What follows belongs to an exercise in optimizing a design on an open flow for small area; a production flow would make more cautious choices.
Function was checked by simulation only, so behaviour that the tests miss may differ from the original.
Power is estimated from default activity; no workload was simulated.

File: config.mk
export PLATFORM = sky130hd
export DESIGN_NAME = ALU_sync
export DESIGN_NICKNAME = ALU_sync
export VERILOG_FILES = /design/flow/design.v
export SDC_FILE = /design/flow/constraint.sdc
export NUM_CORES = 4
export LEC_CHECK = 0
export ABC_AREA = 1
export CAP_MARGIN = 20
export CORE_MARGIN = 2
export CORE_UTILIZATION = 40
export SLEW_MARGIN = 20
File: constraint.sdc
create_clock -name core_clock -period 35.0 [get_ports {clk}]
set_input_delay 7.0000 -clock core_clock [delete_from_list [all_inputs] [get_ports {clk}]]
set_output_delay 7.0000 -clock core_clock [all_outputs]
set_load 0.01 [all_outputs]
File: design.v
module ALU_sync (
  input  wire        clk,
  input  wire [15:0] A, B,
  input  wire [3:0]  ALU_FUN,
  output reg  [15:0] ALU_OUT,
  output reg         Carry_flag,
  output reg         Arith_flag,
  output reg         Logic_flag,
  output reg         CMP_flag,
  output reg         Shift_flag
);
  wire op_add = (ALU_FUN == 4'b0000);
  wire op_sub = (ALU_FUN == 4'b0001);
  wire op_mul = (ALU_FUN == 4'b0010);
  wire op_div = (ALU_FUN == 4'b0011);
  wire op_eq  = (ALU_FUN == 4'b1010);
  wire op_gt  = (ALU_FUN == 4'b1011);
  wire op_lt  = (ALU_FUN == 4'b1100);
  wire op_shr = (ALU_FUN == 4'b1101);
  wire op_shl = (ALU_FUN == 4'b1110);
  wire op_cmp = op_eq | op_gt | op_lt;
  wire sub0 = op_sub | op_cmp | op_div;
  wire fresh_en = ~op_mul;
  wire [15:0] bz;
  assign bz[0] = 1'b1;
  assign bz[1] = ~|B[15:15];
  assign bz[2] = ~|B[15:14];
  assign bz[3] = ~|B[15:13];
  assign bz[4] = ~|B[15:12];
  assign bz[5] = ~|B[15:11];
  assign bz[6] = ~|B[15:10];
  assign bz[7] = ~|B[15:9];
  assign bz[8] = ~|B[15:8];
  assign bz[9] = ~|B[15:7];
  assign bz[10] = ~|B[15:6];
  assign bz[11] = ~|B[15:5];
  assign bz[12] = ~|B[15:4];
  assign bz[13] = ~|B[15:3];
  assign bz[14] = ~|B[15:2];
  assign bz[15] = ~|B[15:1];
  wire bnz = |B;
  wire [0:0] x15, y15, s15;
  wire c15, q15;
  assign x15 = A[15] & fresh_en;
  assign y15 = op_mul ? (A[0:0] & {1{B[15]}}) : ~B[0:0];
  wire [1:0] k15;
  assign k15[0] = ~op_mul;
  assign s15[0] = x15[0] ^ y15[0] ^ k15[0];
  assign k15[1] = (x15[0] & y15[0]) | (k15[0] & (x15[0] ^ y15[0]));
  assign c15 = k15[1];
  assign q15 = c15 & bz[15];
  wire sel15 = op_mul | (op_div & q15);
  wire [0:0] o15 = sel15 ? s15 : x15;
  wire [1:0] x14, y14, s14;
  wire c14, q14;
  assign x14 = {o15, A[14] & fresh_en};
  assign y14 = op_mul ? (A[1:0] & {2{B[14]}}) : ~B[1:0];
  wire [2:0] k14;
  assign k14[0] = ~op_mul;
  assign s14[0] = x14[0] ^ y14[0] ^ k14[0];
  assign k14[1] = (x14[0] & y14[0]) | (k14[0] & (x14[0] ^ y14[0]));
  assign s14[1] = x14[1] ^ y14[1] ^ k14[1];
  assign k14[2] = (x14[1] & y14[1]) | (k14[1] & (x14[1] ^ y14[1]));
  assign c14 = k14[2];
  assign q14 = c14 & bz[14];
  wire sel14 = op_mul | (op_div & q14);
  wire [1:0] o14 = sel14 ? s14 : x14;
  wire [2:0] x13, y13, s13;
  wire c13, q13;
  assign x13 = {o14, A[13] & fresh_en};
  assign y13 = op_mul ? (A[2:0] & {3{B[13]}}) : ~B[2:0];
  wire [2:0] p13 = x13 ^ y13;
  wire [2:0] g13;
  assign g13[0] = (x13[0] & y13[0]) | (~op_mul & p13[0]);
  assign g13[2:1] = x13[2:1] & y13[2:1];
  wire G13_0 = g13[1] | (p13[1] & g13[0]);
  wire G13_1 = g13[2] | (p13[2] & G13_0);
  assign s13[0] = p13[0] ^ ~op_mul;
  assign s13[1] = p13[1] ^ g13[0];
  assign s13[2] = p13[2] ^ G13_0;
  assign c13 = G13_1;
  assign q13 = c13 & bz[13];
  wire sel13 = op_mul | (op_div & q13);
  wire [2:0] o13 = sel13 ? s13 : x13;
  wire [3:0] x12, y12, s12;
  wire c12, q12;
  assign x12 = {o13, A[12] & fresh_en};
  assign y12 = op_mul ? (A[3:0] & {4{B[12]}}) : ~B[3:0];
  wire [3:0] p12 = x12 ^ y12;
  wire [3:0] g12;
  assign g12[0] = (x12[0] & y12[0]) | (~op_mul & p12[0]);
  assign g12[3:1] = x12[3:1] & y12[3:1];
  wire G12_0 = g12[1] | (p12[1] & g12[0]);
  wire G12_1 = g12[3] | (p12[3] & g12[2]);
  wire P12_1 = p12[3] & p12[2];
  wire G12_2 = g12[2] | (p12[2] & G12_0);
  wire G12_3 = G12_1 | (P12_1 & G12_0);
  assign s12[0] = p12[0] ^ ~op_mul;
  assign s12[1] = p12[1] ^ g12[0];
  assign s12[2] = p12[2] ^ G12_0;
  assign s12[3] = p12[3] ^ G12_2;
  assign c12 = G12_3;
  assign q12 = c12 & bz[12];
  wire sel12 = op_mul | (op_div & q12);
  wire [3:0] o12 = sel12 ? s12 : x12;
  wire [4:0] x11, y11, s11;
  wire c11, q11;
  assign x11 = {o12, A[11] & fresh_en};
  assign y11 = op_mul ? (A[4:0] & {5{B[11]}}) : ~B[4:0];
  wire [4:0] p11 = x11 ^ y11;
  wire [4:0] g11;
  assign g11[0] = (x11[0] & y11[0]) | (~op_mul & p11[0]);
  assign g11[4:1] = x11[4:1] & y11[4:1];
  wire G11_0 = g11[1] | (p11[1] & g11[0]);
  wire G11_1 = g11[3] | (p11[3] & g11[2]);
  wire P11_1 = p11[3] & p11[2];
  wire G11_2 = g11[2] | (p11[2] & G11_0);
  wire G11_3 = G11_1 | (P11_1 & G11_0);
  wire G11_4 = g11[4] | (p11[4] & G11_3);
  assign s11[0] = p11[0] ^ ~op_mul;
  assign s11[1] = p11[1] ^ g11[0];
  assign s11[2] = p11[2] ^ G11_0;
  assign s11[3] = p11[3] ^ G11_2;
  assign s11[4] = p11[4] ^ G11_3;
  assign c11 = G11_4;
  assign q11 = c11 & bz[11];
  wire sel11 = op_mul | (op_div & q11);
  wire [4:0] o11 = sel11 ? s11 : x11;
  wire [5:0] x10, y10, s10;
  wire c10, q10;
  assign x10 = {o11, A[10] & fresh_en};
  assign y10 = op_mul ? (A[5:0] & {6{B[10]}}) : ~B[5:0];
  wire [5:0] p10 = x10 ^ y10;
  wire [5:0] g10;
  assign g10[0] = (x10[0] & y10[0]) | (~op_mul & p10[0]);
  assign g10[5:1] = x10[5:1] & y10[5:1];
  wire G10_0 = g10[1] | (p10[1] & g10[0]);
  wire G10_1 = g10[3] | (p10[3] & g10[2]);
  wire P10_1 = p10[3] & p10[2];
  wire G10_2 = g10[5] | (p10[5] & g10[4]);
  wire P10_2 = p10[5] & p10[4];
  wire G10_3 = g10[2] | (p10[2] & G10_0);
  wire G10_4 = G10_1 | (P10_1 & G10_0);
  wire G10_5 = g10[4] | (p10[4] & G10_4);
  wire G10_6 = G10_2 | (P10_2 & G10_4);
  assign s10[0] = p10[0] ^ ~op_mul;
  assign s10[1] = p10[1] ^ g10[0];
  assign s10[2] = p10[2] ^ G10_0;
  assign s10[3] = p10[3] ^ G10_3;
  assign s10[4] = p10[4] ^ G10_4;
  assign s10[5] = p10[5] ^ G10_5;
  assign c10 = G10_6;
  assign q10 = c10 & bz[10];
  wire sel10 = op_mul | (op_div & q10);
  wire [5:0] o10 = sel10 ? s10 : x10;
  wire [6:0] x9, y9, s9;
  wire c9, q9;
  assign x9 = {o10, A[9] & fresh_en};
  assign y9 = op_mul ? (A[6:0] & {7{B[9]}}) : ~B[6:0];
  wire [6:0] p9 = x9 ^ y9;
  wire [6:0] g9;
  assign g9[0] = (x9[0] & y9[0]) | (~op_mul & p9[0]);
  assign g9[6:1] = x9[6:1] & y9[6:1];
  wire G9_0 = g9[1] | (p9[1] & g9[0]);
  wire G9_1 = g9[3] | (p9[3] & g9[2]);
  wire P9_1 = p9[3] & p9[2];
  wire G9_2 = g9[5] | (p9[5] & g9[4]);
  wire P9_2 = p9[5] & p9[4];
  wire G9_3 = g9[2] | (p9[2] & G9_0);
  wire G9_4 = G9_1 | (P9_1 & G9_0);
  wire G9_5 = g9[6] | (p9[6] & G9_2);
  wire P9_5 = p9[6] & P9_2;
  wire G9_6 = g9[4] | (p9[4] & G9_4);
  wire G9_7 = G9_2 | (P9_2 & G9_4);
  wire G9_8 = G9_5 | (P9_5 & G9_4);
  assign s9[0] = p9[0] ^ ~op_mul;
  assign s9[1] = p9[1] ^ g9[0];
  assign s9[2] = p9[2] ^ G9_0;
  assign s9[3] = p9[3] ^ G9_3;
  assign s9[4] = p9[4] ^ G9_4;
  assign s9[5] = p9[5] ^ G9_6;
  assign s9[6] = p9[6] ^ G9_7;
  assign c9 = G9_8;
  assign q9 = c9 & bz[9];
  wire sel9 = op_mul | (op_div & q9);
  wire [6:0] o9 = sel9 ? s9 : x9;
  wire [7:0] x8, y8, s8;
  wire c8, q8;
  assign x8 = {o9, A[8] & fresh_en};
  assign y8 = op_mul ? (A[7:0] & {8{B[8]}}) : ~B[7:0];
  wire [7:0] p8 = x8 ^ y8;
  wire [7:0] g8;
  assign g8[0] = (x8[0] & y8[0]) | (~op_mul & p8[0]);
  assign g8[7:1] = x8[7:1] & y8[7:1];
  wire G8_0 = g8[1] | (p8[1] & g8[0]);
  wire G8_1 = g8[3] | (p8[3] & g8[2]);
  wire P8_1 = p8[3] & p8[2];
  wire G8_2 = g8[5] | (p8[5] & g8[4]);
  wire P8_2 = p8[5] & p8[4];
  wire G8_3 = g8[7] | (p8[7] & g8[6]);
  wire P8_3 = p8[7] & p8[6];
  wire G8_4 = g8[2] | (p8[2] & G8_0);
  wire G8_5 = G8_1 | (P8_1 & G8_0);
  wire G8_6 = g8[6] | (p8[6] & G8_2);
  wire P8_6 = p8[6] & P8_2;
  wire G8_7 = G8_3 | (P8_3 & G8_2);
  wire P8_7 = P8_3 & P8_2;
  wire G8_8 = g8[4] | (p8[4] & G8_5);
  wire G8_9 = G8_2 | (P8_2 & G8_5);
  wire G8_10 = G8_6 | (P8_6 & G8_5);
  wire G8_11 = G8_7 | (P8_7 & G8_5);
  assign s8[0] = p8[0] ^ ~op_mul;
  assign s8[1] = p8[1] ^ g8[0];
  assign s8[2] = p8[2] ^ G8_0;
  assign s8[3] = p8[3] ^ G8_4;
  assign s8[4] = p8[4] ^ G8_5;
  assign s8[5] = p8[5] ^ G8_8;
  assign s8[6] = p8[6] ^ G8_9;
  assign s8[7] = p8[7] ^ G8_10;
  assign c8 = G8_11;
  assign q8 = c8 & bz[8];
  wire sel8 = op_mul | (op_div & q8);
  wire [7:0] o8 = sel8 ? s8 : x8;
  wire [8:0] x7, y7, s7;
  wire c7, q7;
  assign x7 = {o8, A[7] & fresh_en};
  assign y7 = op_mul ? (A[8:0] & {9{B[7]}}) : ~B[8:0];
  wire [8:0] p7 = x7 ^ y7;
  wire [8:0] g7;
  assign g7[0] = (x7[0] & y7[0]) | (~op_mul & p7[0]);
  assign g7[8:1] = x7[8:1] & y7[8:1];
  wire G7_0 = g7[1] | (p7[1] & g7[0]);
  wire G7_1 = g7[3] | (p7[3] & g7[2]);
  wire P7_1 = p7[3] & p7[2];
  wire G7_2 = g7[5] | (p7[5] & g7[4]);
  wire P7_2 = p7[5] & p7[4];
  wire G7_3 = g7[7] | (p7[7] & g7[6]);
  wire P7_3 = p7[7] & p7[6];
  wire G7_4 = g7[2] | (p7[2] & G7_0);
  wire G7_5 = G7_1 | (P7_1 & G7_0);
  wire G7_6 = g7[6] | (p7[6] & G7_2);
  wire P7_6 = p7[6] & P7_2;
  wire G7_7 = G7_3 | (P7_3 & G7_2);
  wire P7_7 = P7_3 & P7_2;
  wire G7_8 = g7[4] | (p7[4] & G7_5);
  wire G7_9 = G7_2 | (P7_2 & G7_5);
  wire G7_10 = G7_6 | (P7_6 & G7_5);
  wire G7_11 = G7_7 | (P7_7 & G7_5);
  wire G7_12 = g7[8] | (p7[8] & G7_11);
  assign s7[0] = p7[0] ^ ~op_mul;
  assign s7[1] = p7[1] ^ g7[0];
  assign s7[2] = p7[2] ^ G7_0;
  assign s7[3] = p7[3] ^ G7_4;
  assign s7[4] = p7[4] ^ G7_5;
  assign s7[5] = p7[5] ^ G7_8;
  assign s7[6] = p7[6] ^ G7_9;
  assign s7[7] = p7[7] ^ G7_10;
  assign s7[8] = p7[8] ^ G7_11;
  assign c7 = G7_12;
  assign q7 = c7 & bz[7];
  wire sel7 = op_mul | (op_div & q7);
  wire [8:0] o7 = sel7 ? s7 : x7;
  wire [9:0] x6, y6, s6;
  wire c6, q6;
  assign x6 = {o7, A[6] & fresh_en};
  assign y6 = op_mul ? (A[9:0] & {10{B[6]}}) : ~B[9:0];
  wire [9:0] p6 = x6 ^ y6;
  wire [9:0] g6;
  assign g6[0] = (x6[0] & y6[0]) | (~op_mul & p6[0]);
  assign g6[9:1] = x6[9:1] & y6[9:1];
  wire G6_0 = g6[1] | (p6[1] & g6[0]);
  wire G6_1 = g6[3] | (p6[3] & g6[2]);
  wire P6_1 = p6[3] & p6[2];
  wire G6_2 = g6[5] | (p6[5] & g6[4]);
  wire P6_2 = p6[5] & p6[4];
  wire G6_3 = g6[7] | (p6[7] & g6[6]);
  wire P6_3 = p6[7] & p6[6];
  wire G6_4 = g6[9] | (p6[9] & g6[8]);
  wire P6_4 = p6[9] & p6[8];
  wire G6_5 = g6[2] | (p6[2] & G6_0);
  wire G6_6 = G6_1 | (P6_1 & G6_0);
  wire G6_7 = g6[6] | (p6[6] & G6_2);
  wire P6_7 = p6[6] & P6_2;
  wire G6_8 = G6_3 | (P6_3 & G6_2);
  wire P6_8 = P6_3 & P6_2;
  wire G6_9 = g6[4] | (p6[4] & G6_6);
  wire G6_10 = G6_2 | (P6_2 & G6_6);
  wire G6_11 = G6_7 | (P6_7 & G6_6);
  wire G6_12 = G6_8 | (P6_8 & G6_6);
  wire G6_13 = g6[8] | (p6[8] & G6_12);
  wire G6_14 = G6_4 | (P6_4 & G6_12);
  assign s6[0] = p6[0] ^ ~op_mul;
  assign s6[1] = p6[1] ^ g6[0];
  assign s6[2] = p6[2] ^ G6_0;
  assign s6[3] = p6[3] ^ G6_5;
  assign s6[4] = p6[4] ^ G6_6;
  assign s6[5] = p6[5] ^ G6_9;
  assign s6[6] = p6[6] ^ G6_10;
  assign s6[7] = p6[7] ^ G6_11;
  assign s6[8] = p6[8] ^ G6_12;
  assign s6[9] = p6[9] ^ G6_13;
  assign c6 = G6_14;
  assign q6 = c6 & bz[6];
  wire sel6 = op_mul | (op_div & q6);
  wire [9:0] o6 = sel6 ? s6 : x6;
  wire [10:0] x5, y5, s5;
  wire c5, q5;
  assign x5 = {o6, A[5] & fresh_en};
  assign y5 = op_mul ? (A[10:0] & {11{B[5]}}) : ~B[10:0];
  wire [10:0] p5 = x5 ^ y5;
  wire [10:0] g5;
  assign g5[0] = (x5[0] & y5[0]) | (~op_mul & p5[0]);
  assign g5[10:1] = x5[10:1] & y5[10:1];
  wire G5_0 = g5[1] | (p5[1] & g5[0]);
  wire G5_1 = g5[3] | (p5[3] & g5[2]);
  wire P5_1 = p5[3] & p5[2];
  wire G5_2 = g5[5] | (p5[5] & g5[4]);
  wire P5_2 = p5[5] & p5[4];
  wire G5_3 = g5[7] | (p5[7] & g5[6]);
  wire P5_3 = p5[7] & p5[6];
  wire G5_4 = g5[9] | (p5[9] & g5[8]);
  wire P5_4 = p5[9] & p5[8];
  wire G5_5 = g5[2] | (p5[2] & G5_0);
  wire G5_6 = G5_1 | (P5_1 & G5_0);
  wire G5_7 = g5[6] | (p5[6] & G5_2);
  wire P5_7 = p5[6] & P5_2;
  wire G5_8 = G5_3 | (P5_3 & G5_2);
  wire P5_8 = P5_3 & P5_2;
  wire G5_9 = g5[10] | (p5[10] & G5_4);
  wire P5_9 = p5[10] & P5_4;
  wire G5_10 = g5[4] | (p5[4] & G5_6);
  wire G5_11 = G5_2 | (P5_2 & G5_6);
  wire G5_12 = G5_7 | (P5_7 & G5_6);
  wire G5_13 = G5_8 | (P5_8 & G5_6);
  wire G5_14 = g5[8] | (p5[8] & G5_13);
  wire G5_15 = G5_4 | (P5_4 & G5_13);
  wire G5_16 = G5_9 | (P5_9 & G5_13);
  assign s5[0] = p5[0] ^ ~op_mul;
  assign s5[1] = p5[1] ^ g5[0];
  assign s5[2] = p5[2] ^ G5_0;
  assign s5[3] = p5[3] ^ G5_5;
  assign s5[4] = p5[4] ^ G5_6;
  assign s5[5] = p5[5] ^ G5_10;
  assign s5[6] = p5[6] ^ G5_11;
  assign s5[7] = p5[7] ^ G5_12;
  assign s5[8] = p5[8] ^ G5_13;
  assign s5[9] = p5[9] ^ G5_14;
  assign s5[10] = p5[10] ^ G5_15;
  assign c5 = G5_16;
  assign q5 = c5 & bz[5];
  wire sel5 = op_mul | (op_div & q5);
  wire [10:0] o5 = sel5 ? s5 : x5;
  wire [11:0] x4, y4, s4;
  wire c4, q4;
  assign x4 = {o5, A[4] & fresh_en};
  assign y4 = op_mul ? (A[11:0] & {12{B[4]}}) : ~B[11:0];
  wire [11:0] p4 = x4 ^ y4;
  wire [11:0] g4;
  assign g4[0] = (x4[0] & y4[0]) | (~op_mul & p4[0]);
  assign g4[11:1] = x4[11:1] & y4[11:1];
  wire G4_0 = g4[1] | (p4[1] & g4[0]);
  wire G4_1 = g4[3] | (p4[3] & g4[2]);
  wire P4_1 = p4[3] & p4[2];
  wire G4_2 = g4[5] | (p4[5] & g4[4]);
  wire P4_2 = p4[5] & p4[4];
  wire G4_3 = g4[7] | (p4[7] & g4[6]);
  wire P4_3 = p4[7] & p4[6];
  wire G4_4 = g4[9] | (p4[9] & g4[8]);
  wire P4_4 = p4[9] & p4[8];
  wire G4_5 = g4[11] | (p4[11] & g4[10]);
  wire P4_5 = p4[11] & p4[10];
  wire G4_6 = g4[2] | (p4[2] & G4_0);
  wire G4_7 = G4_1 | (P4_1 & G4_0);
  wire G4_8 = g4[6] | (p4[6] & G4_2);
  wire P4_8 = p4[6] & P4_2;
  wire G4_9 = G4_3 | (P4_3 & G4_2);
  wire P4_9 = P4_3 & P4_2;
  wire G4_10 = g4[10] | (p4[10] & G4_4);
  wire P4_10 = p4[10] & P4_4;
  wire G4_11 = G4_5 | (P4_5 & G4_4);
  wire P4_11 = P4_5 & P4_4;
  wire G4_12 = g4[4] | (p4[4] & G4_7);
  wire G4_13 = G4_2 | (P4_2 & G4_7);
  wire G4_14 = G4_8 | (P4_8 & G4_7);
  wire G4_15 = G4_9 | (P4_9 & G4_7);
  wire G4_16 = g4[8] | (p4[8] & G4_15);
  wire G4_17 = G4_4 | (P4_4 & G4_15);
  wire G4_18 = G4_10 | (P4_10 & G4_15);
  wire G4_19 = G4_11 | (P4_11 & G4_15);
  assign s4[0] = p4[0] ^ ~op_mul;
  assign s4[1] = p4[1] ^ g4[0];
  assign s4[2] = p4[2] ^ G4_0;
  assign s4[3] = p4[3] ^ G4_6;
  assign s4[4] = p4[4] ^ G4_7;
  assign s4[5] = p4[5] ^ G4_12;
  assign s4[6] = p4[6] ^ G4_13;
  assign s4[7] = p4[7] ^ G4_14;
  assign s4[8] = p4[8] ^ G4_15;
  assign s4[9] = p4[9] ^ G4_16;
  assign s4[10] = p4[10] ^ G4_17;
  assign s4[11] = p4[11] ^ G4_18;
  assign c4 = G4_19;
  assign q4 = c4 & bz[4];
  wire sel4 = op_mul | (op_div & q4);
  wire [11:0] o4 = sel4 ? s4 : x4;
  wire [12:0] x3, y3, s3;
  wire c3, q3;
  assign x3 = {o4, A[3] & fresh_en};
  assign y3 = op_mul ? (A[12:0] & {13{B[3]}}) : ~B[12:0];
  wire [12:0] p3 = x3 ^ y3;
  wire [12:0] g3;
  assign g3[0] = (x3[0] & y3[0]) | (~op_mul & p3[0]);
  assign g3[12:1] = x3[12:1] & y3[12:1];
  wire G3_0 = g3[1] | (p3[1] & g3[0]);
  wire G3_1 = g3[3] | (p3[3] & g3[2]);
  wire P3_1 = p3[3] & p3[2];
  wire G3_2 = g3[5] | (p3[5] & g3[4]);
  wire P3_2 = p3[5] & p3[4];
  wire G3_3 = g3[7] | (p3[7] & g3[6]);
  wire P3_3 = p3[7] & p3[6];
  wire G3_4 = g3[9] | (p3[9] & g3[8]);
  wire P3_4 = p3[9] & p3[8];
  wire G3_5 = g3[11] | (p3[11] & g3[10]);
  wire P3_5 = p3[11] & p3[10];
  wire G3_6 = g3[2] | (p3[2] & G3_0);
  wire G3_7 = G3_1 | (P3_1 & G3_0);
  wire G3_8 = g3[6] | (p3[6] & G3_2);
  wire P3_8 = p3[6] & P3_2;
  wire G3_9 = G3_3 | (P3_3 & G3_2);
  wire P3_9 = P3_3 & P3_2;
  wire G3_10 = g3[10] | (p3[10] & G3_4);
  wire P3_10 = p3[10] & P3_4;
  wire G3_11 = G3_5 | (P3_5 & G3_4);
  wire P3_11 = P3_5 & P3_4;
  wire G3_12 = g3[4] | (p3[4] & G3_7);
  wire G3_13 = G3_2 | (P3_2 & G3_7);
  wire G3_14 = G3_8 | (P3_8 & G3_7);
  wire G3_15 = G3_9 | (P3_9 & G3_7);
  wire G3_16 = g3[12] | (p3[12] & G3_11);
  wire P3_16 = p3[12] & P3_11;
  wire G3_17 = g3[8] | (p3[8] & G3_15);
  wire G3_18 = G3_4 | (P3_4 & G3_15);
  wire G3_19 = G3_10 | (P3_10 & G3_15);
  wire G3_20 = G3_11 | (P3_11 & G3_15);
  wire G3_21 = G3_16 | (P3_16 & G3_15);
  assign s3[0] = p3[0] ^ ~op_mul;
  assign s3[1] = p3[1] ^ g3[0];
  assign s3[2] = p3[2] ^ G3_0;
  assign s3[3] = p3[3] ^ G3_6;
  assign s3[4] = p3[4] ^ G3_7;
  assign s3[5] = p3[5] ^ G3_12;
  assign s3[6] = p3[6] ^ G3_13;
  assign s3[7] = p3[7] ^ G3_14;
  assign s3[8] = p3[8] ^ G3_15;
  assign s3[9] = p3[9] ^ G3_17;
  assign s3[10] = p3[10] ^ G3_18;
  assign s3[11] = p3[11] ^ G3_19;
  assign s3[12] = p3[12] ^ G3_20;
  assign c3 = G3_21;
  assign q3 = c3 & bz[3];
  wire sel3 = op_mul | (op_div & q3);
  wire [12:0] o3 = sel3 ? s3 : x3;
  wire [13:0] x2, y2, s2;
  wire c2, q2;
  assign x2 = {o3, A[2] & fresh_en};
  assign y2 = op_mul ? (A[13:0] & {14{B[2]}}) : ~B[13:0];
  wire [13:0] p2 = x2 ^ y2;
  wire [13:0] g2;
  assign g2[0] = (x2[0] & y2[0]) | (~op_mul & p2[0]);
  assign g2[13:1] = x2[13:1] & y2[13:1];
  wire G2_0 = g2[1] | (p2[1] & g2[0]);
  wire G2_1 = g2[3] | (p2[3] & g2[2]);
  wire P2_1 = p2[3] & p2[2];
  wire G2_2 = g2[5] | (p2[5] & g2[4]);
  wire P2_2 = p2[5] & p2[4];
  wire G2_3 = g2[7] | (p2[7] & g2[6]);
  wire P2_3 = p2[7] & p2[6];
  wire G2_4 = g2[9] | (p2[9] & g2[8]);
  wire P2_4 = p2[9] & p2[8];
  wire G2_5 = g2[11] | (p2[11] & g2[10]);
  wire P2_5 = p2[11] & p2[10];
  wire G2_6 = g2[13] | (p2[13] & g2[12]);
  wire P2_6 = p2[13] & p2[12];
  wire G2_7 = g2[2] | (p2[2] & G2_0);
  wire G2_8 = G2_1 | (P2_1 & G2_0);
  wire G2_9 = g2[6] | (p2[6] & G2_2);
  wire P2_9 = p2[6] & P2_2;
  wire G2_10 = G2_3 | (P2_3 & G2_2);
  wire P2_10 = P2_3 & P2_2;
  wire G2_11 = g2[10] | (p2[10] & G2_4);
  wire P2_11 = p2[10] & P2_4;
  wire G2_12 = G2_5 | (P2_5 & G2_4);
  wire P2_12 = P2_5 & P2_4;
  wire G2_13 = g2[4] | (p2[4] & G2_8);
  wire G2_14 = G2_2 | (P2_2 & G2_8);
  wire G2_15 = G2_9 | (P2_9 & G2_8);
  wire G2_16 = G2_10 | (P2_10 & G2_8);
  wire G2_17 = g2[12] | (p2[12] & G2_12);
  wire P2_17 = p2[12] & P2_12;
  wire G2_18 = G2_6 | (P2_6 & G2_12);
  wire P2_18 = P2_6 & P2_12;
  wire G2_19 = g2[8] | (p2[8] & G2_16);
  wire G2_20 = G2_4 | (P2_4 & G2_16);
  wire G2_21 = G2_11 | (P2_11 & G2_16);
  wire G2_22 = G2_12 | (P2_12 & G2_16);
  wire G2_23 = G2_17 | (P2_17 & G2_16);
  wire G2_24 = G2_18 | (P2_18 & G2_16);
  assign s2[0] = p2[0] ^ ~op_mul;
  assign s2[1] = p2[1] ^ g2[0];
  assign s2[2] = p2[2] ^ G2_0;
  assign s2[3] = p2[3] ^ G2_7;
  assign s2[4] = p2[4] ^ G2_8;
  assign s2[5] = p2[5] ^ G2_13;
  assign s2[6] = p2[6] ^ G2_14;
  assign s2[7] = p2[7] ^ G2_15;
  assign s2[8] = p2[8] ^ G2_16;
  assign s2[9] = p2[9] ^ G2_19;
  assign s2[10] = p2[10] ^ G2_20;
  assign s2[11] = p2[11] ^ G2_21;
  assign s2[12] = p2[12] ^ G2_22;
  assign s2[13] = p2[13] ^ G2_23;
  assign c2 = G2_24;
  assign q2 = c2 & bz[2];
  wire sel2 = op_mul | (op_div & q2);
  wire [13:0] o2 = sel2 ? s2 : x2;
  wire [14:0] x1, y1, s1;
  wire c1, q1;
  assign x1 = {o2, A[1] & fresh_en};
  assign y1 = op_mul ? (A[14:0] & {15{B[1]}}) : ~B[14:0];
  wire [14:0] p1 = x1 ^ y1;
  wire [14:0] g1;
  assign g1[0] = (x1[0] & y1[0]) | (~op_mul & p1[0]);
  assign g1[14:1] = x1[14:1] & y1[14:1];
  wire G1_0 = g1[1] | (p1[1] & g1[0]);
  wire G1_1 = g1[3] | (p1[3] & g1[2]);
  wire P1_1 = p1[3] & p1[2];
  wire G1_2 = g1[5] | (p1[5] & g1[4]);
  wire P1_2 = p1[5] & p1[4];
  wire G1_3 = g1[7] | (p1[7] & g1[6]);
  wire P1_3 = p1[7] & p1[6];
  wire G1_4 = g1[9] | (p1[9] & g1[8]);
  wire P1_4 = p1[9] & p1[8];
  wire G1_5 = g1[11] | (p1[11] & g1[10]);
  wire P1_5 = p1[11] & p1[10];
  wire G1_6 = g1[13] | (p1[13] & g1[12]);
  wire P1_6 = p1[13] & p1[12];
  wire G1_7 = g1[2] | (p1[2] & G1_0);
  wire G1_8 = G1_1 | (P1_1 & G1_0);
  wire G1_9 = g1[6] | (p1[6] & G1_2);
  wire P1_9 = p1[6] & P1_2;
  wire G1_10 = G1_3 | (P1_3 & G1_2);
  wire P1_10 = P1_3 & P1_2;
  wire G1_11 = g1[10] | (p1[10] & G1_4);
  wire P1_11 = p1[10] & P1_4;
  wire G1_12 = G1_5 | (P1_5 & G1_4);
  wire P1_12 = P1_5 & P1_4;
  wire G1_13 = g1[14] | (p1[14] & G1_6);
  wire P1_13 = p1[14] & P1_6;
  wire G1_14 = g1[4] | (p1[4] & G1_8);
  wire G1_15 = G1_2 | (P1_2 & G1_8);
  wire G1_16 = G1_9 | (P1_9 & G1_8);
  wire G1_17 = G1_10 | (P1_10 & G1_8);
  wire G1_18 = g1[12] | (p1[12] & G1_12);
  wire P1_18 = p1[12] & P1_12;
  wire G1_19 = G1_6 | (P1_6 & G1_12);
  wire P1_19 = P1_6 & P1_12;
  wire G1_20 = G1_13 | (P1_13 & G1_12);
  wire P1_20 = P1_13 & P1_12;
  wire G1_21 = g1[8] | (p1[8] & G1_17);
  wire G1_22 = G1_4 | (P1_4 & G1_17);
  wire G1_23 = G1_11 | (P1_11 & G1_17);
  wire G1_24 = G1_12 | (P1_12 & G1_17);
  wire G1_25 = G1_18 | (P1_18 & G1_17);
  wire G1_26 = G1_19 | (P1_19 & G1_17);
  wire G1_27 = G1_20 | (P1_20 & G1_17);
  assign s1[0] = p1[0] ^ ~op_mul;
  assign s1[1] = p1[1] ^ g1[0];
  assign s1[2] = p1[2] ^ G1_0;
  assign s1[3] = p1[3] ^ G1_7;
  assign s1[4] = p1[4] ^ G1_8;
  assign s1[5] = p1[5] ^ G1_14;
  assign s1[6] = p1[6] ^ G1_15;
  assign s1[7] = p1[7] ^ G1_16;
  assign s1[8] = p1[8] ^ G1_17;
  assign s1[9] = p1[9] ^ G1_21;
  assign s1[10] = p1[10] ^ G1_22;
  assign s1[11] = p1[11] ^ G1_23;
  assign s1[12] = p1[12] ^ G1_24;
  assign s1[13] = p1[13] ^ G1_25;
  assign s1[14] = p1[14] ^ G1_26;
  assign c1 = G1_27;
  assign q1 = c1 & bz[1];
  wire sel1 = op_mul | (op_div & q1);
  wire [14:0] o1 = sel1 ? s1 : x1;
  wire [15:0] x0, y0, s0;
  wire c0, q0;
  assign x0 = {o1, A[0] & fresh_en};
  assign y0 = op_mul ? (A & {16{B[0]}}) : (B ^ {16{sub0}});
  wire [15:0] p0 = x0 ^ y0;
  wire [15:0] g0;
  assign g0[0] = (x0[0] & y0[0]) | (sub0 & p0[0]);
  assign g0[15:1] = x0[15:1] & y0[15:1];
  wire G0_0 = g0[1] | (p0[1] & g0[0]);
  wire G0_1 = g0[3] | (p0[3] & g0[2]);
  wire P0_1 = p0[3] & p0[2];
  wire G0_2 = g0[5] | (p0[5] & g0[4]);
  wire P0_2 = p0[5] & p0[4];
  wire G0_3 = g0[7] | (p0[7] & g0[6]);
  wire P0_3 = p0[7] & p0[6];
  wire G0_4 = g0[9] | (p0[9] & g0[8]);
  wire P0_4 = p0[9] & p0[8];
  wire G0_5 = g0[11] | (p0[11] & g0[10]);
  wire P0_5 = p0[11] & p0[10];
  wire G0_6 = g0[13] | (p0[13] & g0[12]);
  wire P0_6 = p0[13] & p0[12];
  wire G0_7 = g0[15] | (p0[15] & g0[14]);
  wire P0_7 = p0[15] & p0[14];
  wire G0_8 = g0[2] | (p0[2] & G0_0);
  wire G0_9 = G0_1 | (P0_1 & G0_0);
  wire G0_10 = g0[6] | (p0[6] & G0_2);
  wire P0_10 = p0[6] & P0_2;
  wire G0_11 = G0_3 | (P0_3 & G0_2);
  wire P0_11 = P0_3 & P0_2;
  wire G0_12 = g0[10] | (p0[10] & G0_4);
  wire P0_12 = p0[10] & P0_4;
  wire G0_13 = G0_5 | (P0_5 & G0_4);
  wire P0_13 = P0_5 & P0_4;
  wire G0_14 = g0[14] | (p0[14] & G0_6);
  wire P0_14 = p0[14] & P0_6;
  wire G0_15 = G0_7 | (P0_7 & G0_6);
  wire P0_15 = P0_7 & P0_6;
  wire G0_16 = g0[4] | (p0[4] & G0_9);
  wire G0_17 = G0_2 | (P0_2 & G0_9);
  wire G0_18 = G0_10 | (P0_10 & G0_9);
  wire G0_19 = G0_11 | (P0_11 & G0_9);
  wire G0_20 = g0[12] | (p0[12] & G0_13);
  wire P0_20 = p0[12] & P0_13;
  wire G0_21 = G0_6 | (P0_6 & G0_13);
  wire P0_21 = P0_6 & P0_13;
  wire G0_22 = G0_14 | (P0_14 & G0_13);
  wire P0_22 = P0_14 & P0_13;
  wire G0_23 = G0_15 | (P0_15 & G0_13);
  wire P0_23 = P0_15 & P0_13;
  wire G0_24 = g0[8] | (p0[8] & G0_19);
  wire G0_25 = G0_4 | (P0_4 & G0_19);
  wire G0_26 = G0_12 | (P0_12 & G0_19);
  wire G0_27 = G0_13 | (P0_13 & G0_19);
  wire G0_28 = G0_20 | (P0_20 & G0_19);
  wire G0_29 = G0_21 | (P0_21 & G0_19);
  wire G0_30 = G0_22 | (P0_22 & G0_19);
  wire G0_31 = G0_23 | (P0_23 & G0_19);
  assign s0[0] = p0[0] ^ sub0;
  assign s0[1] = p0[1] ^ g0[0];
  assign s0[2] = p0[2] ^ G0_0;
  assign s0[3] = p0[3] ^ G0_8;
  assign s0[4] = p0[4] ^ G0_9;
  assign s0[5] = p0[5] ^ G0_16;
  assign s0[6] = p0[6] ^ G0_17;
  assign s0[7] = p0[7] ^ G0_18;
  assign s0[8] = p0[8] ^ G0_19;
  assign s0[9] = p0[9] ^ G0_24;
  assign s0[10] = p0[10] ^ G0_25;
  assign s0[11] = p0[11] ^ G0_26;
  assign s0[12] = p0[12] ^ G0_27;
  assign s0[13] = p0[13] ^ G0_28;
  assign s0[14] = p0[14] ^ G0_29;
  assign s0[15] = p0[15] ^ G0_30;
  assign c0 = G0_31;
  assign q0 = c0 & bz[0];
  wire [15:0] quo = {q15, q14, q13, q12, q11, q10, q9, q8, q7, q6, q5, q4, q3, q2, q1, q0};
  wire c0_out = c0;
  wire eq = ~|s0;
  wire lt = ~c0;
  wire gt = c0 & ~eq;
  reg [15:0] logic_out;
  always @(*) begin
    case (ALU_FUN)
      4'b0100: logic_out = A & B;
      4'b0101: logic_out = A | B;
      4'b0110: logic_out = ~(A & B);
      4'b0111: logic_out = ~(A | B);
      4'b1000: logic_out = A ^ B;
      4'b1001: logic_out = ~(A ^ B);
      default: logic_out = 16'b0;
    endcase
  end
  wire arith0 = op_add | op_sub | op_mul;
  wire [15:0] res = ({16{arith0}} & s0)
                  | ({16{op_div & bnz}} & quo)
                  | logic_out
                  | {14'b0, (op_gt & gt) | (op_lt & lt), (op_eq & eq) | (op_lt & lt)}
                  | ({16{op_shr}} & {1'b0, A[15:1]})
                  | ({16{op_shl}} & {A[14:0], 1'b0});
  always @(posedge clk) begin
    ALU_OUT    <= res;
    Carry_flag <= (op_add & c0) | (op_sub & ~c0);
    Arith_flag <= (ALU_FUN[3:2] == 2'b00);
    Logic_flag <= (ALU_FUN >= 4'b0100) & (ALU_FUN <= 4'b1001);
    CMP_flag   <= op_cmp;
    Shift_flag <= op_shr | op_shl;
  end
endmodule
File: flow/run.sh
#!/bin/bash
# The standard layout, with the input and output port buffers made from
# the platform's smallest plain buffer instead of the resizer's default pick,
# and after global routing, downsizing of gates on paths with slack to spare.
set -euo pipefail
export BUFFER_PORTS_ARGS="-buffer_cell sky130_fd_sc_hd__buf_1"
export RECOVER_POWER=100
bash standard.sh "BUFFER_PORTS_ARGS=-buffer_cell sky130_fd_sc_hd__buf_1" RECOVER_POWER=100 finish > standard.log 2>&1
File: standard.sh
#!/bin/bash
# synth_recipe.tcl (not shown) runs the flow's synth.tcl, then flattens the netlist and writes it again
# the make line also repeats each setting of config.mk as NAME=value (left out here)
make -C /OpenROAD-flow-scripts/flow DESIGN_CONFIG=/design/flow/config.mk WORK_HOME=/design/flow/orfs CLKGATE_MAP_FILE= SYNTH_SCRIPT=/design/flow/synth_recipe.tcl "${@:-finish}"
==> results of run 1 <==
cells in the final DEF (no fill, tap or decap), types with 10 or more instances in the layout:
cell type     n
nand2_1     349
inv_1       186
ha_1        135
nor2_1       92
o21ai_0      83
nand3_1      72
a21oi_1      70
o31ai_1      65
buf_4        58
buf_1        54
fa_1         52
nand2_2      49
a31oi_1      49
xor2_1       38
xnor2_1      24
a211oi_1     23
dfxtp_1      21
o21ai_1      19
nand3_2      18
nand4_1      14
nand2_4      12
clkinvlp_4   12
o211ai_1     10
how the worst max path moves through the flow:
stage                                    end  slack [ns]  depth (start not counted)       start
after floorplan           ALU_OUT[1]$_DFF_P_        2.57                        181  ALU_FUN[3]
after global placement    ALU_OUT[1]$_DFF_P_        0.77                        167  ALU_FUN[3]
after detailed placement  ALU_OUT[1]$_DFF_P_        0.32                        171  ALU_FUN[3]
after CTS                 ALU_OUT[1]$_DFF_P_        0.49                        171  ALU_FUN[3]
after global routing      ALU_OUT[1]$_DFF_P_       -0.10                        183  ALU_FUN[1]
final                     ALU_OUT[1]$_DFF_P_        2.02                        171  ALU_FUN[2]
cells by family after synthesis:
family          Yosys count
buf+inv                 274
xor+xnor                 62
flops                    21
compound gates          379
mux                       5
fa+ha+maj               188
simple gates            647
sequential cells by signal, indices dropped and copies added (netlist names):
register / cells
Shift_flag: 1
CMP_flag: 1
ALU_OUT: 16
Logic_flag: 1
Arith_flag: 1
Carry_flag: 1
metal layers:
layer / vias to the layer above / GRT usage [%] / part of all wire (%)
li1: 5512 / - / -
met1: 5417 / 38.6 / 43
met2: 552 / 46.2 / 45
met3: 117 / 3.82 / 7.9
met4: 0 / 10.8 / 4.2
met5: - / 0 / 0
Yosys cell counts, drive strengths merged, types with 2 or more instances:
cell type    n  share of area, %
a31oi       53               3.2
a21oi       73               3.5
nor2       100               4.0
dfxtp       21               4.1
nand4       14              0.85
a31o         2              0.17
mux2i        4              0.39
o31ai       66               4.9
buf         18               1.3
clkinv      10              0.36
o21ai      105               5.1
a2111oi      3              0.25
xnor2       24               2.0
a22oi        2              0.15
o221ai       3              0.25
o22ai        8              0.49
o211ai      10              0.73
nor3        10              0.53
and3         3              0.18
inv        199               7.3
nor4         3              0.18
ha         135                16
a311oi       2              0.17
nand3b       4              0.29
a211oi      26               1.9
or2          5              0.30
clkbuf      45               2.0
and2         2              0.13
a21o         6              0.44
nand2      412                17
nand3       92               5.6
o2111ai      9              0.76
xor2        38               3.2
fa          53                10
a221oi       8              0.68
layout make-up:
type                            count  area share [%]
Clock inverter                      1          0.0442
Multi-Input combinational cell   1282            78.4
Clock buffer                        3           0.662
Sequential cell                    21            3.71
Timing Repair Buffer              117            5.95
Inverter                          209            7.14
Tap cell                          330            3.64
Timing Repair inverter              8           0.486
repair_timing:
item                                    in CTS  in global routing
endpoints found under the setup margin       0                 17
gates resized for setup                      0                 62
buffers inserted                             0                 12
stage by stage:
| stage | instances | area (µm²) |
|---|---|---|
| 3_3_place_gp | 1946 | 11000 |
| 4_1_cts | 1950 | 11000 |
| 5_1_grt | 1971 | 11300 |
| 2_1_floorplan | 1576 | 10300 |
| 6_report | 1971 | 11300 |
| 3_5_place_dp | 1946 | 11000 |
power by group through the flow:
stage	Clock, mW	Combinational [mW]	Sequential (mW)
floorplan	0	0.205	0.0327
global placement	0	0.279	0.0310
detailed placement	0	0.278	0.0309
CTS	0.0272	0.280	0.0304
global route	0.0274	0.324	0.0308
finish	0.0270	0.291	0.0303
==> summary.txt, run 1 <==
Finish
  • Layout cells sized above 1: 12.6%
  • Multi-input logic area: 8880 µm²
  • Area grow syn2layout: 9.95%
  • Register area: 420 µm²
  • Final core occ: 44.9%
  • Filler instances: 2691
  • ANT cells: 0
  • Final nets: 1867

STA
  • Setup tns final: 0 ns
  • Worst Hold Slack: 7.06 ns
  • Worst-margin pin slew: 0.938 ns
  • Crit path time final: 32.98 ns
  • Worst slew margin: 37.4%
  • Final worst setup slack: 2.02 ns
  • Final Slew Violations: 0
  • Finish-stage setup viols: 0
  • Final period utilization: 94.2%
  • Fmax: 30.3 MHz
  • Hold Fails Final Rpt: 0

Clocking
  • Reg clk slew, reported paths: 0.06 ns
  • Num CTS Buffers: 3
  • Hold Buf Count CTS: 0
  • # clock sinks: 21
  • CTS tree: built
  • CTS Buffer Depth: 2
  • Clock root buffer: clkbuf_16
  • H-tree depth: 1

Yosys
  • Net count after synthesis: 1801
  • Syn_area_per_cell: 6.54 µm²
  • Post-Synth Adder-Cell Area: 26.7%
  • Synthesized area: 10300 µm²
  • Fraction of registers with async set/reset: 0%
  • Main combinational cell family by area after synthesis: simple AND/OR/NAND/NOR gates
  • Simple-Gate Fraction of Synth Area: 29.3%
  • Syn. warnings: 1
  • Main synth FF type: dfxtp_1
  • Synth cell types: 60
  • Post-synthesis compound-gate area fraction: 23.0%
  • Synthesized instance count: 1576
  • Mux share of post-synthesis cell area: 0.498%
  • Xor/xnor share of the synthesized area: 5.27%
  • Post-synth EDFFs: 0
  • Post-synthesis sequential area ratio: 4.08%
  • Yosys reg bits: 21

Critical path
  • Most frequent CP cell: nand2_1
  • Critical path's largest stage delay: 0.54 ns
  • CP top delay family: simple AND/OR/NAND/NOR gates
  • Crit Path Max Fanout: 16
  • WP buf/inv: 16
  • Crit Path Category: in2reg
  • Critical path startpoint category: input port
  • Crit. End Element: flop
  • Cell type of the slowest stage on the worst timing path: fa_1
  • WP data required: 35.13 ns
  • Worst path arrival time: 33.12 ns

Power
  • Leak Pwr: 5.52 nW
  • Cell Int Power: 152 µW
  • Clk network pwr share: 7.7%
  • Sequential power share: 8.7%
  • Peak supply drop: 0.0000190 V
  • Power per cell area: 30.7 nW/µm²
  • Switching Fraction: 56.5%
  • Comb pwr share: 83.6%
  • Psw: 197 µW
  • Total power draw: 348 µW

GRT
  • Largest net degree at the start of global routing: 95
  • Initial antenna violation count: 0
  • Grt total ovfl: 0
  • Vias in the first global route: 10600
  • Global-route wire length before repair: 59700 µm
  • GRT Resource Usage Total: 28.5%

Die
  • Starting Density: 40.8%
  • Site Rows: 58
  • Number of placed I/O pins: 58
  • Die area: 27100 µm²
  • Core ar.: 25300 µm²
  • Die Wd: 165 µm
  • Die H: 165 µm

Detailed routing
  • Aggregate routed wire length: 40000 µm
  • Antenna viol nets, final: 0
  • Drt initial violations: 997
  • Routed via count: 11600
  • Drt first pass iters: 7
  • Vias per inst: 5.88
  • Wirelength per Cell: 20.3 µm
  • DRC Markers: 0

Worst hold path
  • Hold depth: 2
  • Hold Crit Endpoint: Carry_flag$_DFF_P_
  • HP Start: ALU_FUN[3]
  • HP Class: in2reg

Run
  • MaxCap Viol Count: 0

Placed design
  • Detailed Place HPWL: 30200 µm
  • Placer Congestion: 1.01
  • Pre-CTS WS: 0.323 ns
  • I/O Buffers: 57

Status
  • Outcome: finished clean
==> run 2: changes to the inputs <==
==> run.sh (new file) <==
#!/bin/bash
# synth_recipe.tcl (not shown) runs the flow's synth.tcl, then flattens the netlist and writes it again
# the make line also repeats each setting of config.mk as NAME=value (left out here)
make -C /OpenROAD-flow-scripts/flow DESIGN_CONFIG=/design/flow/config.mk WORK_HOME=/design/flow/orfs CLKGATE_MAP_FILE= SYNTH_SCRIPT=/design/flow/synth_recipe.tcl finish
removed: flow/run.sh
removed: standard.sh
==> summary.txt, run 2 <==
Clocking
  • H-tree depth: 1 (unchanged)
  • Num CTS Buffers: 3 (unchanged)
  • Clock root buffer: clkbuf_16
  • # clock sinks: 21 (unchanged)
  • Reg clk slew, reported paths: 0.07 ns (about the same)
  • CTS tree: built
  • CTS Buffer Depth: 2 (unchanged)

Power
  • Power per cell area: 30.8 nW/µm² (+0.15%)
  • Peak supply drop: 0.0000194 V (+1.9%)
  • Psw: 204 µW (+3.7%)
  • Total power draw: 371 µW (+6.5%)
  • Leak Pwr: 5.84 nW (+5.8%)
  • Cell Int Power: 167 µW (+10%)
  • Comb pwr share: 84.4% (+0.8 points)
  • Clk network pwr share: 7.4% (-0.3 points)
  • Switching Fraction: 55.0% (-1.5 points)
  • Sequential power share: 8.2% (-0.5 points)

Critical path
  • Critical path depth in cells: 168 (-1.8%)
  • Cell type of the slowest stage on the worst timing path: fa_1
  • Critical path's largest stage delay: 0.55 ns (about the same)
  • WP buf/inv: 20 (+4)
  • CP top delay family: simple AND/OR/NAND/NOR gates
  • Worst path arrival time: 33.23 ns (+0.11 ns)
  • WP data required: 35.14 ns (about the same)
  • Crit. End Element: flop
  • Most frequent CP cell: nand2_1
  • Critical path startpoint category: input port
  • Crit Path Max Fanout: 9 (-7)
  • Crit Path Category: in2reg

Detailed routing
  • Vias per inst: 5.89 (+0.14%)
  • Drt first pass iters: 6 (-1)
  • Drt initial violations: 1295 (+30%)
  • Aggregate routed wire length: 41200 µm (+3.1%)
  • Wirelength per Cell: 20.6 µm (+1.5%)
  • DRC Markers: 0 (unchanged)
  • Antenna viol nets, final: 0 (unchanged)
  • Routed via count: 11800 (+1.8%)

STA
  • Worst-margin pin slew: 0.985 ns (+0.0465 ns)
  • Setup tns final: 0 ns (unchanged)
  • Final Slew Violations: 0 (unchanged)
  • Fmax: 30.2 MHz (-0.32%)
  • Worst slew margin: 34.3% (-3.1 points)
  • Hold Fails Final Rpt: 0 (unchanged)
  • Final period utilization: 94.5% (+0.30 points)
  • Crit path time final: 33.09 ns (+0.105 ns)
  • Finish-stage setup viols: 0 (unchanged)

Yosys
  • Synthesized instance count: 1576 (unchanged)
  • Net count after synthesis: 1801 (unchanged)
  • Yosys reg bits: 21 (unchanged)
  • Synth cell types: 60 (unchanged)
  • Post-synth top cells: nand2_1, inv_1, ha_1
  • Syn_area_per_cell: 6.54 µm² (unchanged)
  • Post-synthesis sequential area ratio: 4.08% (unchanged)
  • Fraction of registers with async set/reset: 0% (unchanged)
  • Main synth FF type: dfxtp_1
  • Post-synth top area cell: ha_1
  • Post-synth top area share: 16.4% (unchanged)
  • Syn. warnings: 1 (unchanged)
  • Most frequent cell after synthesis: nand2_1
  • Post-synth EDFFs: 0 (unchanged)
  • Largest cells by area after synthesis: ha_1, nand2_1, fa_1
  • Synthesized area: 10300 µm² (unchanged)

Die
  • Number of placed I/O pins: 58 (unchanged)
  • Site Rows: 58 (unchanged)
  • Die Wd: 165 µm (unchanged)
  • Die H: 165 µm (unchanged)
  • Core ar.: 25300 µm² (unchanged)
  • Starting Density: 40.8% (unchanged)
  • Die area: 27100 µm² (unchanged)

Worst hold path
  • HP Start: ALU_FUN[3]
  • Hold Crit Endpoint: Carry_flag$_DFF_P_
  • HP Class: in2reg
  • Hold depth: 3 (+1)

Finish
  • Commonest cells after routing, fill and taps aside: nand2_1, inv_1, ha_1
  • Final std cell area, no fill: 12100 µm² (+6.3%)
  • Layout cells sized above 1: 15.7% (+3.1 points)
  • Max reg flops: 16 (unchanged)
  • Most common cell after layout, fill and taps aside: nand2_1
  • ANT cells: 0 (unchanged)
  • Final nets: 1899 (+1.7%)
  • Area grow syn2layout: 16.9%
  • Reg with most FFs: ALU_OUT

GRT
  • GRT Resource Usage Total: 29.8% (+1.2 points)
  • Largest net degree at the start of global routing: 61 (-36%)
  • Initial antenna violation count: 0 (unchanged)
  • Grt total ovfl: 0 (unchanged)
  • Global-route wire length before repair: 62400 µm (+4.5%)
  • Vias in the first global route: 11200 (+5.5%)

Placed design
  • Placer Congestion: 1.00 (-1.1%)
  • Placement Cell Area: 11400 µm² (+3.9%)
  • I/O Buffers: 57 (unchanged)
  • Detailed Place HPWL: 30700 µm (+1.5%)

Run
  • MaxCap Viol Count: 0 (unchanged)

Status
  • Outcome: finished clean
run 2: cell count changes in the layout (fill, tap and decap cells not counted), sizes merged:
| cell | previous run | this run |
|---|---|---|
| clkbuf | 7 | 3 |
| clkdlybuf4s50 | 0 | 57 |
| buf | 113 | 92 |
run 2: cell families after synthesis:
logic type               Yosys count  synth area share, %
adder cells (fa/ha/maj)          188                 26.7
multiplexers                       5                0.498
AND/OR/NAND/NOR                  647                 29.3
AO/OA/AOI/OAI                    379                 23.0
flip-flops                        21                 4.08
XOR/XNOR                          62                 5.27
buffers and inverters            274                 11.2
run 2: cell type report:
cell class,count,area [µm²]
fillers,2605,13200
clock inverters,1,5.00
inverters,209,810
repair buffers,149,1260
well taps,330,413
flip-flops and latches,21,420
clock buffers,3,75.1
repair inverters,8,55.1
multi-input cells,1282,9010
run 2: worst max path at each step:
stage / from / end / slack [ns]
after detailed placement: ALU_FUN[1] / ALU_OUT[1]$_DFF_P_ / -0.27
after global placement: ALU_FUN[1] / ALU_OUT[1]$_DFF_P_ / 0.38
final: ALU_FUN[1] / ALU_OUT[1]$_DFF_P_ / 1.91
after CTS: ALU_FUN[1] / ALU_OUT[1]$_DFF_P_ / 0.02
after global routing: ALU_FUN[1] / ALU_OUT[1]$_DFF_P_ / -0.09
after floorplan: ALU_FUN[3] / ALU_OUT[1]$_DFF_P_ / 2.57
run 2: worst min-delay path: stages:
cell             delay (ns)
clkdlybuf4s50_1        0.52
buf_4                  0.15
o41ai_1                0.08
run 2: metrics by stage:
step | std cells | hold slack, ns | setup slack, ns | utilization, %
floorplan | 1576 | 7.10 | 2.57 | -
global placement | 1957 | 7.74 | 0.381 | 45.1
detailed placement | 1957 | 7.74 | -0.265 | 45.1
CTS | 1961 | 7.54 | 0.0180 | 45.4
global route | 2003 | 7.56 | -0.0889 | 47.7
finish | 2003 | 7.54 | 1.91 | 47.7
run 2: repair_timing:
| item | 4_1_cts | 5_1_grt |
|---|---|---|
| hold endpoints to repair | 0 | 0 |
| setup buffers | 0 | 33 |
| gates cloned | 0 | 9 |
| pin swaps | 0 | 11 |
| gates resized for setup | 2 | 91 |
| setup endpoints to repair | 2 | 17 |
| hold buffers | 0 | 0 |
run 2: routing by layer:
metal / part of all wire, % / routed length, µm / vias up / global-route usage (%)
met5: 0 / 0 / - / 0
met1: 42 / 17100 / 5449 / 39.8
met4: 4.8 / 1990 / 0 / 13.2
li1: - / - / 5574 / -
met3: 9.2 / 3780 / 146 / 4.90
met2: 44 / 18300 / 634 / 47.2
run 2: power groups by stage:
stage / clock, mW / sequential [mW] / combinational, mW
floorplan: 0 / 0.0327 / 0.205
detailed placement: 0 / 0.0312 / 0.288
finish: 0.0274 / 0.0306 / 0.313
CTS: 0.0270 / 0.0306 / 0.290
global placement: 0 / 0.0311 / 0.289
global route: 0.0280 / 0.0308 / 0.348
==> run 3: changes to the inputs <==
==> flow/run.sh (new file) <==
#!/bin/bash
# The standard layout with two changes:
# - ABC's area script maps for area only (flow/abc_area.script);
# - the port buffers are the platform's smallest plain buffer.
# ORFS reads its scripts from a copy in this folder that differs from the
# installed one only in abc_area.script.
set -euo pipefail
here=$(pwd)
rm -rf "$here/orfs_scripts"
cp -r "$FLOW_HOME/scripts" "$here/orfs_scripts"
cp "$here/flow/abc_area.script" "$here/orfs_scripts/abc_area.script"
export BUFFER_PORTS_ARGS="-buffer_cell sky130_fd_sc_hd__buf_1"
bash standard.sh "SCRIPTS_DIR=$here/orfs_scripts" \
  "BUFFER_PORTS_ARGS=-buffer_cell sky130_fd_sc_hd__buf_1" finish > standard.log 2>&1
==> flow/abc_area.script (new file) <==
strash
dch
map -a
topo
stime -c
buffer -c
upsize -c
dnsize -c
==> standard.sh (new file) <==
#!/bin/bash
# synth_recipe.tcl (not shown) runs the flow's synth.tcl, then flattens the netlist and writes it again
# the make line also repeats each setting of config.mk as NAME=value (left out here)
make -C /OpenROAD-flow-scripts/flow DESIGN_CONFIG=/design/flow/config.mk WORK_HOME=/design/flow/orfs CLKGATE_MAP_FILE= SYNTH_SCRIPT=/design/flow/synth_recipe.tcl "${@:-finish}"
removed: run.sh
==> summary.txt, run 3 <==
Critical path
  • Crit. Startpoint: ALU_FUN[1]
  • WP data required: 35.14 ns (about the same)
  • Crit. End Element: flop
  • Critical path's largest stage delay: 0.47 ns (-0.08 ns)
  • Crit Path Category: in2reg
  • Critical path startpoint category: input port
  • Worst path arrival time: 33.90 ns (+0.67 ns)
  • Cell type of the slowest stage on the worst timing path: fa_1
  • Crit Path Max Fanout: 8 (-1)

GRT
  • Vias in the first global route: 10200 (-8.6%)
  • Initial antenna violation count: 0 (unchanged)
  • Largest net degree at the start of global routing: 117 (+92%)
  • Global-route wire length before repair: 57700 µm (-7.5%)
  • GRT Resource Usage Total: 28.1% (-1.7 points)
  • Grt total ovfl: 0 (unchanged)

Finish
  • Layout cells sized above 1: 29.3% (+14 points)
  • Register area: 420 µm² (unchanged)
  • Area grow syn2layout: 24.1%
  • Commonest cells after routing, fill and taps aside: nand2_1, buf_4, nor2_1
  • Non-filler cells, final: 1916 (-4.3%)
  • Multi-input logic area: 9370 µm² (+4.0%)
  • Final nets: 1812 (-4.6%)
  • ANT cells: 0 (unchanged)
  • Filler instances: 2517 (-3.4%)
  • Reg with most FFs: ALU_OUT
  • Final core occ: 50.0% (+2.3 points)
  • Max reg flops: 16 (unchanged)
  • Final std cell area, no fill: 12500 µm² (+3.6%)

Detailed routing
  • Aggregate routed wire length: 39800 µm (-3.5%)
  • Routed via count: 11300 (-4.3%)
  • Antenna viol nets, final: 0 (unchanged)
  • DRC Markers: 0 (unchanged)
  • Wirelength per Cell: 20.8 µm (+0.84%)
  • Drt first pass iters: 6 (unchanged)
  • Drt initial violations: 973 (-25%)
  • Vias per inst: 5.90 (about the same)

Power
  • Leak Pwr: 5.57 nW (-4.5%)
  • Power per cell area: 31.9 nW/µm² (+3.6%)
  • Peak supply drop: 0.0000246 V (+27%)

Yosys
  • Largest cells by area after synthesis: ha_1, fa_1, nor2_1
  • Post-synth top area cell: ha_1
  • Synthesized area: 10100 µm² (-2.4%)
  • Main synth FF type: dfxtp_1
  • Syn. warnings: 1 (unchanged)
  • Post-synth EDFFs: 0 (unchanged)
  • Post-synth top cells: nor2_1, nand2_1, inv_1
  • Most frequent cell after synthesis: nor2_1
  • Fraction of registers with async set/reset: 0% (unchanged)
  • Post-synthesis sequential area ratio: 4.18% (+0.10 points)
  • Post-synth top area share: 16.8% (+0.41 points)
  • Net count after synthesis: 1648 (-8.5%)
  • Synth cell types: 69 (+15%)
  • Synthesized instance count: 1423 (-9.7%)
  • Syn_area_per_cell: 7.07 µm² (+8.1%)
  • Yosys reg bits: 21 (unchanged)

Die
  • Number of placed I/O pins: 58 (unchanged)
  • Die Wd: 163 µm (-1.2%)
  • Site Rows: 58 (unchanged)
  • Core ar.: 25000 µm² (-1.1%)
  • Die H: 163 µm (-1.2%)
  • Die area: 26400 µm² (-2.4%)
  • Starting Density: 40.3% (-0.53 points)

Placed design
  • Dpl cells: 1831 (-6.4%)
  • Placement Cell Area: 10900 µm² (-4.1%)
  • Detailed Place HPWL: 28600 µm (-6.9%)
  • I/O Buffers: 57 (unchanged)
  • Placer Congestion: 0.965 (-3.7%)

Clocking
  • Reg clk slew, reported paths: 0.07 ns (about the same)
  • CTS Buffer Depth: 2 (unchanged)
  • Hold Buf Count CTS: 0 (unchanged)
  • # clock sinks: 21 (unchanged)
  • H-tree depth: 1 (unchanged)
  • Clock root buffer: clkbuf_16
  • Num CTS Buffers: 3 (unchanged)
  • CTS tree: built

Worst hold path
  • HP Class: in2reg
  • HP Start: ALU_FUN[1]
  • Hold Crit Endpoint: Logic_flag$_DFF_P_
  • Hold depth: 3 (unchanged)

STA
  • Worst slew margin: 47.0% (+13 points)
  • Final period utilization: 96.5% (+1.9 points)
  • Hold Fails Final Rpt: 0 (unchanged)
  • Final Slew Violations: 0 (unchanged)
  • Worst-margin pin slew: 0.795 ns (-0.190 ns)
  • Fmax: 29.6 MHz (-2.0%)
  • Crit path time final: 33.76 ns (+0.673 ns)
  • Finish-stage setup viols: 0 (unchanged)

Run
  • MaxCap Viol Count: 0 (unchanged)

Status
  • Outcome: finished clean
==> run 3: repair_timing <==
item,4_1_cts,5_1_grt
pin swaps,1,93
setup endpoints to repair,4,17
buffers inserted,3,69
cloned,0,9
endpoints found under the hold margin,0,0
gates resized for setup,12,200
==> run 3: power by group <==
group          switching (mW)  leakage, nW  internal (mW)
Sequential            0.00275        0.176         0.0288
Combinational           0.204         5.36          0.136
Clock                  0.0108       0.0409         0.0154
==> run 3: layout make-up <==
| cell class | instances | share of cell area [%] |
|---|---|---|
| inverters | 182 | 5.79 |
| flip-flops and latches | 21 | 3.37 |
| clock inverters | 1 | 0.0401 |
| well taps | 330 | 3.31 |
| multi-input cells | 1162 | 75.1 |
| repair buffers | 217 | 11.8 |
| clock buffers | 3 | 0.601 |
==> run 3: per-layer routing <==
layer  up-vias  track usage, %  routed length (µm)
met5         -               0                   0
met4         0            9.65                1620
met3       120            4.30                3340
met2       519            46.9               18400
met1      5361            37.0               16500
li1       5297               -                   -
==> run 3: through the flow <==
step	total power, mW	worst slack (ns)	hold WS (ns)	setup TNS (ns)
2_1_floorplan	0.240	1.25	7.08	0
3_3_place_gp	0.311	-0.170	7.36	-0.266
3_5_place_dp	0.314	-0.720	7.35	-1.87
4_1_cts	0.344	0.0687	7.08	0
5_1_grt	0.431	-0.350	7.12	-0.922
6_report	0.398	1.24	7.08	0
==> run 3: cells by family after synthesis <==
family / count (synthesis) / synth area share, %
compound gates: 426 / 28.0
xor+xnor: 77 / 6.78
fa+ha+maj: 188 / 27.3
buf+inv: 248 / 11.4
flops: 21 / 4.18
mux: 8 / 0.858
simple gates: 455 / 21.4
==> run 3: worst max path at each step <==
stage	to	cells past startpoint	slack [ns]
6_report	ALU_OUT[1]$_DFF_P_	170	1.24
5_1_grt	ALU_OUT[1]$_DFF_P_	194	-0.35
4_1_cts	ALU_OUT[1]$_DFF_P_	194	0.07
3_5_place_dp	ALU_OUT[1]$_DFF_P_	188	-0.72
3_3_place_gp	ALU_OUT[1]$_DFF_P_	178	-0.17
2_1_floorplan	ALU_OUT[1]$_DFF_P_	193	1.25
==> run 3: critical path: cells and delay by family <==
family,cells,cell delay [ns]
compound gates,53,8.63
fa+ha+maj,21,7.28
simple gates,69,7.27
buf+inv,23,2.77
mux,2,0.56
xor+xnor,2,0.32
==> run 4: changes to the inputs <==
==> flow/run.sh (replaced) <==
#!/bin/bash
# The standard layout, with the input and output port buffers made from
# the platform's smallest plain buffer instead of the resizer's default pick.
set -euo pipefail
export BUFFER_PORTS_ARGS="-buffer_cell sky130_fd_sc_hd__buf_1"
bash standard.sh "BUFFER_PORTS_ARGS=-buffer_cell sky130_fd_sc_hd__buf_1" finish > standard.log 2>&1
removed: flow/abc_area.script
==> summary.txt, run 4 <==
STA
  • Final period utilization: 94.3% (-2.2 points)
  • Worst-margin pin slew: 0.946 ns (+0.151 ns)
  • Fmax: 30.3 MHz (+2.3%)
  • Worst slew margin: 36.9% (-10 points)
  • Worst Hold Slack: 7.06 ns (-0.0256 ns)
  • Setup tns final: 0 ns (unchanged)
  • Crit path time final: 33.01 ns (-0.756 ns)
  • Final Slew Violations: 0 (unchanged)
  • Finish-stage setup viols: 0 (unchanged)

GRT
  • Initial antenna violation count: 0 (unchanged)
  • Largest net degree at the start of global routing: 95 (-19%)
  • Vias in the first global route: 10600 (+3.7%)
  • Grt total ovfl: 0 (unchanged)
  • GRT Resource Usage Total: 28.5% (+0.43 points)

Finish
  • Area grow syn2layout: 9.99%
  • Layout cells sized above 1: 12.6% (-17 points)
  • Non-filler cells, final: 1971 (+2.9%)
  • Final nets: 1867 (+3.0%)
  • Max reg flops: 16 (unchanged)
  • Filler instances: 2691 (+6.9%)

Yosys
  • Post-synthesis compound-gate area fraction: 23.0% (-5.0 points)
  • Yosys reg bits: 21 (unchanged)
  • Largest cells by area after synthesis: ha_1, nand2_1, fa_1
  • Fraction of registers with async set/reset: 0% (unchanged)
  • Post-synth top area cell: ha_1
  • Synth cell types: 60 (-13%)
  • Post-synthesis sequential area ratio: 4.08% (-0.10 points)
  • Main combinational cell family by area after synthesis: simple AND/OR/NAND/NOR gates
  • Syn. warnings: 1 (unchanged)
  • Synthesized area: 10300 µm² (+2.5%)
  • Syn_area_per_cell: 6.54 µm² (-7.5%)
  • Post-synth top area share: 16.4% (-0.41 points)
  • Net count after synthesis: 1801 (+9.3%)
  • Post-Synth Adder-Cell Area: 26.7% (-0.66 points)
  • Mux share of post-synthesis cell area: 0.498% (-0.36 points)

Detailed routing
  • Routed via count: 11600 (+2.9%)
  • Aggregate routed wire length: 40000 µm (+0.62%)
  • Vias per inst: 5.90 (about the same)
  • Drt initial violations: 995 (+2.3%)
  • Antenna viol nets, final: 0 (unchanged)
  • DRC Markers: 0 (unchanged)

Clocking
  • CTS Buffer Depth: 2 (unchanged)
  • # clock sinks: 21 (unchanged)
  • Hold Buf Count CTS: 0 (unchanged)
  • Clock root buffer: clkbuf_16
  • H-tree depth: 1 (unchanged)

Die
  • Starting Density: 40.8% (+0.53 points)
  • Die area: 27100 µm² (+2.4%)
  • Site Rows: 58 (unchanged)
  • Number of placed I/O pins: 58 (unchanged)
  • Die H: 165 µm (+1.2%)

Power
  • Sequential power share: 8.7% (+0.8 points)
  • Cell Int Power: 152 µW (-16%)
  • Total power draw: 348 µW (-12%)
  • Comb pwr share: 83.6% (-1.9 points)
  • Switching Fraction: 56.5% (+1.8 points)
  • Power per cell area: 30.7 nW/µm² (-3.6%)
  • Clk network pwr share: 7.7% (+1.1 points)

Placed design
  • Placer Congestion: 1.01 (+5.0%)
  • Dpl cells: 1946 (+6.3%)
  • I/O Buffers: 57 (unchanged)

Critical path
  • Cell type of the slowest stage on the worst timing path: fa_1
  • Crit. End Element: flop
  • Critical path's largest stage delay: 0.54 ns (+0.07 ns)
  • Crit Path Category: in2reg
  • Critical path startpoint category: input port
  • Worst path arrival time: 33.14 ns (-0.76 ns)
  • WP data required: 35.13 ns (about the same)
  • Crit Path Max Fanout: 16 (+8)

Run
  • MaxCap Viol Count: 0 (unchanged)

Status
  • Outcome: finished clean
-- run 4: cell types whose count changed after synthesis, sizes merged, moves of 10 or more --
| cell | previous run | this run |
|---|---|---|
| nand3 | 26 | 92 |
| xor2 | 58 | 38 |
| a211oi | 16 | 26 |
| a21oi | 129 | 73 |
| o21ai | 77 | 105 |
| inv | 169 | 199 |
| nor2 | 179 | 100 |
| nand2 | 211 | 412 |
-- run 4: metrics by stage --
step,util [%],setup slack (ns),cell area (µm²)
6_report,44.9,1.99,11300
5_1_grt,44.9,-0.102,11300
4_1_cts,43.7,0.491,11000
3_5_place_dp,43.4,0.323,11000
3_3_place_gp,43.4,0.772,11000
2_1_floorplan,-,2.57,10300
-- run 4: repair_timing --
action	CTS	global route
setup buffers	0	12
setup endpoints to repair	0	17
resized for setup	0	62
-- run 4: power by group through the flow --
stage                     Sequential, mW  Combinational [mW]  Clock (mW)
final                             0.0303               0.291      0.0270
after detailed placement          0.0309               0.278           0
after floorplan                   0.0327               0.205           0
after global placement            0.0310               0.279           0
after CTS                         0.0304               0.280      0.0272
after global routing              0.0308               0.324      0.0274
-- run 4: cell type report --
cell class | count | area [µm²] | share of cell area (%)
sequential | 21 | 420 | 3.71
tap | 330 | 413 | 3.64
inverter | 209 | 810 | 7.14
timing repair inverter | 8 | 55.1 | 0.486
clock buffer | 3 | 75.1 | 0.662
multi-input combinational | 1282 | 8880 | 78.3
clock inverter | 1 | 5.00 | 0.0441
timing repair buffer | 117 | 678 | 5.98
-- run 4: worst paths after layout --
check                   from                 end  slack [ns]  cells after the start
setup / recovery  ALU_FUN[2]  ALU_OUT[1]$_DFF_P_        1.99                    171
hold / removal    ALU_FUN[3]  Carry_flag$_DFF_P_        7.06                      2
-- run 4: worst max-delay path, delay by kind of cell --
| family | cells | cell delay [ns] |
|---|---|---|
| xor+xnor | 1 | 0.14 |
| buf+inv | 16 | 2.05 |
| mux | 1 | 0.27 |
| compound gates | 31 | 5.13 |
| fa+ha+maj | 21 | 8.11 |
| simple gates | 101 | 10.35 |
-- run 4: cells by family (layout without fill, tap and decap cells) --
logic type	Yosys count	in the layout
AND/OR/NAND/NOR	647	648
AO/OA/AOI/OAI	379	379
buffers and inverters	274	338
adder cells (fa/ha/maj)	188	188
XOR/XNOR	62	62
flip-flops	21	21
multiplexers	5	5
-- run 4: layer usage --
metal / vias up / part of all wire [%] / track usage [%] / wire [µm]
met5: - / 0 / 0 / 0
met1: 5419 / 43 / 38.6 / 17300
met3: 125 / 7.9 / 3.82 / 3150
met4: 0 / 4.3 / 10.8 / 1730
li1: 5511 / - / - / -
met2: 565 / 45 / 46.2 / 17900

Check on run 4: ideal ports give 1.994 ns setup slack; a clkbuf_16 on the clock port and buf_2 on the inputs give 2.005 ns; moving port delays by the midpoint clock arrival (0.303 ns) as well gives 1.701 ns.
